This is an optimization exercise on Yosys and OpenROAD, whose aim is small area, a short achievable clock period and few clock cycles per item, not a production implementation. Only simulation tests tie the RTL to the original design; equivalence was not proved.

===== flow/config.mk =====
export PLATFORM = sky130hd
export DESIGN_NAME = CORDIC_sin_cos
export DESIGN_NICKNAME = CORDIC_sin_cos
export VERILOG_FILES = /design/flow/design.v
export SDC_FILE = /design/flow/constraint.sdc
export NUM_CORES = 4
export LEC_CHECK = 0
export ABC_AREA = 1
export CAP_MARGIN = 20
export CORE_MARGIN = 2
export CORE_UTILIZATION = 40
export SETUP_SLACK_MARGIN = 4.0
export SLEW_MARGIN = 20

===== flow/constraint.sdc =====
create_clock -name core_clock -period 6.5 [get_ports {clock}]
set_input_delay 1.3000 -clock core_clock [delete_from_list [all_inputs] [get_ports {clock}]]
set_output_delay 1.3000 -clock core_clock [all_outputs]
set_load 0.01 [all_outputs]

===== flow/design.v =====
module CORDIC_LUT(N, value);
	input [3:0] N;
	output [29:0] value;
	wire [29:0] atan_LUT [0:15];
	assign atan_LUT[00] = 30'h09FB385B;  
	assign atan_LUT[01] = 30'h051111D4;  
	assign atan_LUT[02] = 30'h028B0D43;  
	assign atan_LUT[03] = 30'h0145D7E1;  
	assign atan_LUT[04] = 30'h00A2F61E;  
	assign atan_LUT[05] = 30'h00517C55;  
	assign atan_LUT[06] = 30'h0028BE53;  
	assign atan_LUT[07] = 30'h00145F2E;  
	assign atan_LUT[08] = 30'h000A2F98;  
	assign atan_LUT[09] = 30'h000517CC;  
	assign atan_LUT[10] = 30'h00028BE6;  
	assign atan_LUT[11] = 30'h000145F3;  
	assign atan_LUT[12] = 30'h0000A2F9;  
	assign atan_LUT[13] = 30'h0000517D;  
	assign atan_LUT[14] = 30'h000028BE;  
	assign atan_LUT[15] = 30'h00000000;  
	assign value = atan_LUT[N];
endmodule
module CORDIC_sin_cos (clock, rst, strobe_in, angle, strobe_out, cos, sin);
	input clock;
	input rst;
	input strobe_in;
	input [31:0] angle;
	output strobe_out;
	output [16:0] cos;
	output [16:0] sin;
	reg signed [15:0] X, Y;
	reg [29:0] Z;            
	reg [10:1] PC;            
	reg [3:0] C;                 
	reg NEG;                     
	reg busy, done, prev_strobe_in;
	wire start = strobe_in & ~prev_strobe_in;
	wire signed [15:0] X1 = (angle[31] ^ angle[30]) ? -16'sd19429 : 16'sd19429;
	wire signed [15:0] Y1 = angle[31] ? -16'sd19429 : 16'sd19429;
	wire [29:0] K2 = angle[29] ? 30'h2D1BFAE3 : 30'h32E4051D;
	wire [29:0] A2 = {1'b0, angle[28:0]};
	wire [29:0] Z2;
	wire [11:0] c2;
	assign c2[0] = 1'b0;
	ZADD3 z2a0(A2[2:0], K2[2:0], 1'b0, Z2[2:0], c2[1]);
	ZADD3 z2a1(A2[5:3], K2[5:3], 1'b0, Z2[5:3], c2[2]);
	ZADD3 z2a2(A2[8:6], K2[8:6], 1'b0, Z2[8:6], c2[3]);
	ZADD3 z2a3(A2[11:9], K2[11:9], 1'b0, Z2[11:9], c2[4]);
	ZADD3 z2a4(A2[14:12], K2[14:12], 1'b0, Z2[14:12], c2[5]);
	ZADD3 z2a5(A2[17:15], K2[17:15], 1'b0, Z2[17:15], c2[6]);
	ZADD3 z2a6(A2[20:18], K2[20:18], 1'b0, Z2[20:18], c2[7]);
	ZADD3 z2a7(A2[23:21], K2[23:21], 1'b0, Z2[23:21], c2[8]);
	ZADD3 z2a8(A2[26:24], K2[26:24], 1'b0, Z2[26:24], c2[9]);
	ZADD2 z2a9(A2[28:27], K2[28:27], 1'b0, Z2[28:27], c2[10]);
	ZADD1 z2a10(A2[29:29], K2[29:29], 1'b0, Z2[29:29], c2[11]);
	wire g1 = PC[1] & (&Z[5:3]);
	wire r1 = (&Z[5:4]) & (PC[1] | Z[3]);
	wire g2 = PC[2] & (&Z[8:6]);
	wire r2 = (&Z[8:7]) & (PC[2] | Z[6]);
	wire g3 = PC[3] & (&Z[11:9]);
	wire r3 = (&Z[11:10]) & (PC[3] | Z[9]);
	wire g4 = PC[4] & (&Z[14:12]);
	wire r4 = (&Z[14:13]) & (PC[4] | Z[12]);
	wire g5 = PC[5] & (&Z[17:15]);
	wire r5 = (&Z[17:16]) & (PC[5] | Z[15]);
	wire g6 = PC[6] & (&Z[20:18]);
	wire r6 = (&Z[20:19]) & (PC[6] | Z[18]);
	wire g7 = PC[7] & (&Z[23:21]);
	wire r7 = (&Z[23:22]) & (PC[7] | Z[21]);
	wire g8 = PC[8] & (&Z[26:24]);
	wire r8 = (&Z[26:25]) & (PC[8] | Z[24]);
	wire g9 = PC[9] & (&Z[28:27]);
	wire r9 = (&Z[28:28]) & (PC[9] | Z[27]);
	wire la_g0 = g2 | (r2 & g1);
	wire la_r0 = r2 & r1;
	wire la_g1 = g4 | (r4 & g3);
	wire la_r1 = r4 & r3;
	wire la_g2 = la_g1 | (la_r1 & la_g0);
	wire la_r2 = la_r1 & la_r0;
	wire la_g3 = g6 | (r6 & g5);
	wire la_r3 = r6 & r5;
	wire la_g4 = g9 | (r9 & g8);
	wire la_r4 = r9 & r8;
	wire la_g5 = la_g4 | (la_r4 & g7);
	wire la_r5 = la_r4 & r7;
	wire la_g6 = la_g5 | (la_r5 & la_g3);
	wire la_r6 = la_r5 & la_r3;
	wire la_g7 = la_g6 | (la_r6 & la_g2);
	wire la_r7 = la_r6 & la_r2;
	wire negz = Z[29] ^ PC[10] ^ la_g7;
	wire posz = ~negz;
	wire [29:0] atan;
	CORDIC_LUT lut(C, atan);
	wire [29:0] K = atan ^ {30{posz}};
	wire [29:0] Zn;
	wire [11:0] co;
	assign co[0] = posz;
	ZADD3 za0(Z[2:0], K[2:0], posz, Zn[2:0], co[1]);
	ZADD3 za1(Z[5:3], K[5:3], PC[1], Zn[5:3], co[2]);
	ZADD3 za2(Z[8:6], K[8:6], PC[2], Zn[8:6], co[3]);
	ZADD3 za3(Z[11:9], K[11:9], PC[3], Zn[11:9], co[4]);
	ZADD3 za4(Z[14:12], K[14:12], PC[4], Zn[14:12], co[5]);
	ZADD3 za5(Z[17:15], K[17:15], PC[5], Zn[17:15], co[6]);
	ZADD3 za6(Z[20:18], K[20:18], PC[6], Zn[20:18], co[7]);
	ZADD3 za7(Z[23:21], K[23:21], PC[7], Zn[23:21], co[8]);
	ZADD3 za8(Z[26:24], K[26:24], PC[8], Zn[26:24], co[9]);
	ZADD2 za9(Z[28:27], K[28:27], PC[9], Zn[28:27], co[10]);
	ZADD1 za10(Z[29:29], K[29:29], PC[10], Zn[29:29], co[11]);
	wire pos = ~NEG;
	wire signed [15:0] Xs = (X >>> 1) >>> C;
	wire signed [15:0] Ys = (Y >>> 1) >>> C;
	wire [15:0] Xn, Yn;
	ADD16 ax(X, Ys ^ {16{pos}}, pos, Xn);
	ADD16 ay(Y, Xs ^ {16{NEG}}, NEG, Yn);
	always @(posedge clock) begin
		prev_strobe_in <= strobe_in;
		if (rst) begin
			prev_strobe_in <= 1'b0;
			busy <= 1'b0;
			done <= 1'b0;
		end else begin
			done <= busy & (C == 4'd15);
			if (start)
				busy <= 1'b1;
			else if (C == 4'd15)
				busy <= 1'b0;
		end
	end
	always @(posedge clock) begin
		if (start) begin
			C <= 4'd0;
			X <= X1;
			Y <= Y1;
			NEG <= ~angle[29];
			Z <= Z2;
			PC <= c2[10:1];
		end else begin
			C <= C + 4'd1;
			X <= Xn;
			Y <= Yn;
			NEG <= negz;
			Z <= Zn;
			PC <= co[10:1];
		end
	end
	assign cos = {X[15], X};
	assign sin = {Y[15], Y};
	assign strobe_out = done;
endmodule
module ZADD1(a, b, ci, s, co);
	input [0:0] a, b;
	input ci;
	output [0:0] s;
	output co;
	assign {co, s} = a + b + ci;
endmodule
module ZADD2(a, b, ci, s, co);
	input [1:0] a, b;
	input ci;
	output [1:0] s;
	output co;
	assign {co, s} = a + b + ci;
endmodule
module ZADD3(a, b, ci, s, co);
	input [2:0] a, b;
	input ci;
	output [2:0] s;
	output co;
	assign {co, s} = a + b + ci;
endmodule
module ADD16(input [15:0] a, b, input ci, output [15:0] s);
wire [16:0] g0 = {a & b, ci};
wire [16:0] p0 = {a ^ b, 1'b0};
wire gg0 = g0[1] | (p0[1] & g0[0]);
wire pp0 = p0[1] & p0[0];
wire gg1 = g0[3] | (p0[3] & g0[2]);
wire pp1 = p0[3] & p0[2];
wire gg2 = g0[5] | (p0[5] & g0[4]);
wire pp2 = p0[5] & p0[4];
wire gg3 = g0[7] | (p0[7] & g0[6]);
wire pp3 = p0[7] & p0[6];
wire gg4 = g0[9] | (p0[9] & g0[8]);
wire pp4 = p0[9] & p0[8];
wire gg5 = g0[11] | (p0[11] & g0[10]);
wire pp5 = p0[11] & p0[10];
wire gg6 = g0[13] | (p0[13] & g0[12]);
wire pp6 = p0[13] & p0[12];
wire gg7 = g0[15] | (p0[15] & g0[14]);
wire pp7 = p0[15] & p0[14];
wire gg8 = gg1 | (pp1 & gg0);
wire pp8 = pp1 & pp0;
wire gg9 = gg3 | (pp3 & gg2);
wire pp9 = pp3 & pp2;
wire gg10 = gg5 | (pp5 & gg4);
wire pp10 = pp5 & pp4;
wire gg11 = gg7 | (pp7 & gg6);
wire pp11 = pp7 & pp6;
wire gg12 = gg9 | (pp9 & gg8);
wire pp12 = pp9 & pp8;
wire gg13 = gg11 | (pp11 & gg10);
wire pp13 = pp11 & pp10;
wire gg14 = gg13 | (pp13 & gg12);
wire pp14 = pp13 & pp12;
wire gg15 = gg10 | (pp10 & gg12);
wire pp15 = pp10 & pp12;
wire gg16 = gg2 | (pp2 & gg8);
wire pp16 = pp2 & pp8;
wire gg17 = gg4 | (pp4 & gg12);
wire pp17 = pp4 & pp12;
wire gg18 = gg6 | (pp6 & gg15);
wire pp18 = pp6 & pp15;
wire gg19 = g0[2] | (p0[2] & gg0);
wire pp19 = p0[2] & pp0;
wire gg20 = g0[4] | (p0[4] & gg8);
wire pp20 = p0[4] & pp8;
wire gg21 = g0[6] | (p0[6] & gg16);
wire pp21 = p0[6] & pp16;
wire gg22 = g0[8] | (p0[8] & gg12);
wire pp22 = p0[8] & pp12;
wire gg23 = g0[10] | (p0[10] & gg17);
wire pp23 = p0[10] & pp17;
wire gg24 = g0[12] | (p0[12] & gg15);
wire pp24 = p0[12] & pp15;
wire gg25 = g0[14] | (p0[14] & gg18);
wire pp25 = p0[14] & pp18;
wire gg26 = g0[16] | (p0[16] & gg14);
wire pp26 = p0[16] & pp14;
wire [15:0] cc = {gg14, gg25, gg18, gg24, gg15, gg23, gg17, gg22, gg12, gg21, gg16, gg20, gg8, gg19, gg0, g0[0]};
assign s = a ^ b ^ cc;
endmodule

===== flow/flow/run.sh =====
#!/bin/bash
# Layout flow: the standard flow (standard.sh) with two changes.
#  - ADDER_MAP_FILE is empty, so synthesis maps no full/half-adder cells and ABC
#    maps the adders to plain gates, which are faster than the library's fa/ha cells.
#  - buffer_ports puts a buf_1 on each port instead of the delay buffer it picks
#    by default.
# The synthesis is otherwise the standard one, so the registers are the same.
set -euo pipefail
export ADDER_MAP_FILE=
export BUFFER_PORTS_ARGS="-buffer_cell sky130_fd_sc_hd__buf_1"
bash standard.sh > standard.log 2>&1

===== flow/standard.sh =====
#!/bin/bash
# synth_recipe.tcl (not shown) runs the flow's synth.tcl, then flattens the netlist and writes it again
# the make line also repeats each setting of config.mk as NAME=value (left out here)
make -C /OpenROAD-flow-scripts/flow DESIGN_CONFIG=/design/flow/config.mk WORK_HOME=/design/flow/orfs CLKGATE_MAP_FILE= SYNTH_SCRIPT=/design/flow/synth_recipe.tcl "${@:-finish}"

==> results.txt <==
sequential cells by signal (all words and copies together), names as in the netlist:
register	cells
done	1
Y	16
PC	10
prev_strobe_in	1
Z	30
NEG	1
C	4
X	16
busy	1
placed cells by master (no fill, tap or decap), types with 5 or more instances in the layout:
cell type | Yosys | layout
nand2_1 | 521 | 427
nand3_1 | 222 | 160
inv_1 | 170 | 158
nand2_2 | 15 | 93
nor2_1 | 102 | 86
buf_1 | 3 | 69
dfxtp_1 | 80 | 64
nand3_2 | 10 | 64
buf_4 | 11 | 52
a21oi_1 | 53 | 48
o21ai_0 | 51 | 38
xor2_1 | 43 | 35
inv_2 | 6 | 13
nand2_4 | 0 | 13
o21ai_1 | 6 | 13
or2_2 | 18 | 13
nor2_2 | 3 | 12
clkbuf_16 | 0 | 12
buf_12 | 0 | 12
nor3_1 | 12 | 11
dfxtp_2 | 0 | 9
nand2_8 | 0 | 9
buf_6 | 11 | 9
nand3_4 | 0 | 8
dfxtp_4 | 0 | 7
nor2_4 | 0 | 7
nand4_1 | 7 | 7
xnor2_1 | 8 | 7
xor2_2 | 0 | 7
a21oi_2 | 3 | 6
o21ai_2 | 1 | 6
o22ai_1 | 6 | 6
a21o_1 | 5 | 5
or2_4 | 0 | 5
o211ai_1 | 5 | 5
clkinvlp_4 | 0 | 5
cell type report:
type | instances | area, µm²
Fill cell | 1847 | 8875
Timing Repair Buffer | 148 | 1154
Sequential cell | 80 | 1639
Inverter | 178 | 734.5
Timing Repair inverter | 4 | 50.05
Multi-Input combinational cell | 1129 | 6375
Clock inverter | 7 | 78.83
Tap cell | 265 | 331.6
Clock buffer | 9 | 225.2
per-stage QoR:
step	cell area [µm²]	cells	hold WS, ns	utilization, %
2_1_floorplan	7916	1438	0.4305	-
3_3_place_gp	8218	1723	0.4521	42.22
3_5_place_dp	8218	1723	0.4538	42.22
4_1_cts	8900	1754	0.4631	45.73
5_1_grt	10590	1820	0.4811	54.40
6_report	10590	1820	0.4610	54.40
worst paths after layout:
| path | start | end | slack (ns) | cells past startpoint |
|---|---|---|---|---|
| max | Z[12] | Z[14] | 3.89 | 20 |
| min | busy | done | 0.46 | 2 |
| max reg2reg | Z[12] | Z[14] | 3.89 | 20 |
| min reg2reg | busy | done | 0.46 | 2 |
cell families after synthesis:
family | Yosys count | synth area share (%)
xor+xnor | 51 | 5.643
buf+inv | 235 | 12.98
flops | 80 | 20.23
simple gates | 919 | 49.96
compound gates | 153 | 11.19
worst reg2reg max path, stage by stage (launching register included):
cell	delay [ns]
dfxtp_2	0.37
inv_1	0.10
a21oi_1	0.26
inv_1	0.09
o221ai_1	0.23
nand2_2	0.14
buf_12	0.15
nand3_4	0.12
nand2_8	0.10
buf_6	0.13
buf_6	0.11
nand2_4	0.07
nand2_4	0.06
nand2_4	0.08
nand3_4	0.08
nand2_2	0.09
nand2_2	0.08
nand2_1	0.06
nand2_1	0.05
nand3_1	0.06
nand2_1	0.05
metal layers:
layer	part of all wire, %	GRT usage, %	vias up
met1	41	29.50	4427
met5	0	0	-
met2	48	40.76	465
li1	-	-	4813
met4	4.4	8.942	0
met3	6.5	3.389	99
what timing repair did:
item	in CTS	in global routing
setup buffers	11	54
pin swaps	5	85
gates cloned	4	12
hold endpoints to repair	0	0
endpoints found under the setup margin	74	59
gates resized for setup	50	290
==> results.tsv <==
metric	value	unit
dr.pass1.iters	5	
syn2layout_area_growth	33.74	%
synth_warnings	2	
drv_slew	0	
synth_nets	1473	
fp-row-count	51	
clk_pin_slew_worst_paths	0.07	ns
finalSetupTns	0	ns
clk_path_buf_depth	2	
diodes	0	
grt_first_pass_wirelength	39190	µm
path_max_fanout	7	
worst_pin_slew	0.5522	ns
hpwl	17510	µm
synth_edf_count	0	
cp-start-kind	register	
ios	70	
synth_top_cell_by_area	nand2_1	
start_util	40.68	%
synth.most_common_cell	nand2_1	
required	6.76	ns
ctsHoldBuffers	0	
cp_data_arrival_time	2.87	ns
syn_area_per_cell	5.505	µm²
synth_ff_type	dfxtp_1	
max_stage_delay	0.37	ns
synth.area.top_cells	nand2_1 (25%), dfxtp_1 (20%), nand3_1 (14%)	
design.core.area	19460	µm²
cts_tree	yes	
timing.slew.headroom	62.79	%
yosysSeqAreaShare	20.23	%
die_h	144.7	µm
crit_path_top_delay_cell	dfxtp_2	
setup_viol_count_final	0	
fin_crit_sh	40.08	%
status	no timing/DRC/antenna violations	
root_buffer	clkbuf_16	
finalWorstSetupSlack	3.895	ns
gp_congestion	0.9140	
rsz0062_at_grt	yes	
crit_type	register to register	
fin_crit	2.605	ns
fmax	0.3838	GHz
netlist_area	7916	µm²
fp.dieW	144.7	µm
synth-seq-cells	80	
cp_cell_sequence	inv_1 > a21oi_1 > inv_1 > o221ai_1 > nand2_2 > buf_12 > nand3_4 > nand2_8 > buf_6 > buf_6 > nand2_4 > nand2_4 > nand2_4 > nand3_4 > nand2_2 > nand2_2 > nand2_1 > nand2_1 > nand3_1 > nand2_1	
nets	1585	
drc	0	
max_cap_viol_count	0	
routed_wl	28310	µm
hold_viol	0	
wl_per_cell	15.56	µm
ant_nets	0	
place_ws	3.051	ns
antenna_found_initial	0	
portBuffers	69	
drive_above_1_share	25.02	%
dr.first_iter.drc_count	905	
synth-async-reset-ratio	0	%
endpoint_kind	register	
gr-total-overflow	0	
skew	0.009322	ns
yosysUniqueCellTypes	51	
cts_made_buffers	9	
die_area	20930	µm²
critPathBufInv	5	
vias_per_cell	5.387	
grt_usage	23.50	%
hold_path.class	register to register	
dr_total_vias	9804	
synth_cells	1438	
synthTopCellsByCount	nand2_1 (521), nand3_1 (222), inv_1 (170), nor2_1 (102), dfxtp_1 (80)	
grt_max_degree	55	
cts_max_level	3	
yosysTopAreaCellShare	24.70	%
grt_pass1_vias	8168	
cts.sinks	80	
path_delay_family	simple AND/OR/NAND/NOR gates	
clock_latency	0.37	ns
Testbench counts, summed over its fixed seeds: cycles 34,824, items 2,048.

[what the ideal ports hide]
The results above use ideal ports. As a check the final layout listed here was re-extracted and re-timed, cells and wires unchanged.
Step 1: set_driving_cell puts a clkbuf_16 on clock and a buf_2 on each other input, an assumption about the parent block.
Step 2 moves the port delays by t, midway between the first and last clock arrival at a register: inputs arrive t later, outputs are due t later. That takes back most of the time a late clock gives input paths.
Slacks: ideal ports / drivers / drivers and shift; pairs: ideal ports / drivers.
t, ns: 0.411
setup WS [ns]: 3.895 / 3.895 / 3.730
slew at the worst register clock pin (ns): 0.07 / 0.07
After both steps this run still meets setup and hold. For this run, drivers alone change the setup slack by 0.000 ns; drivers and shift together by -0.165 ns.
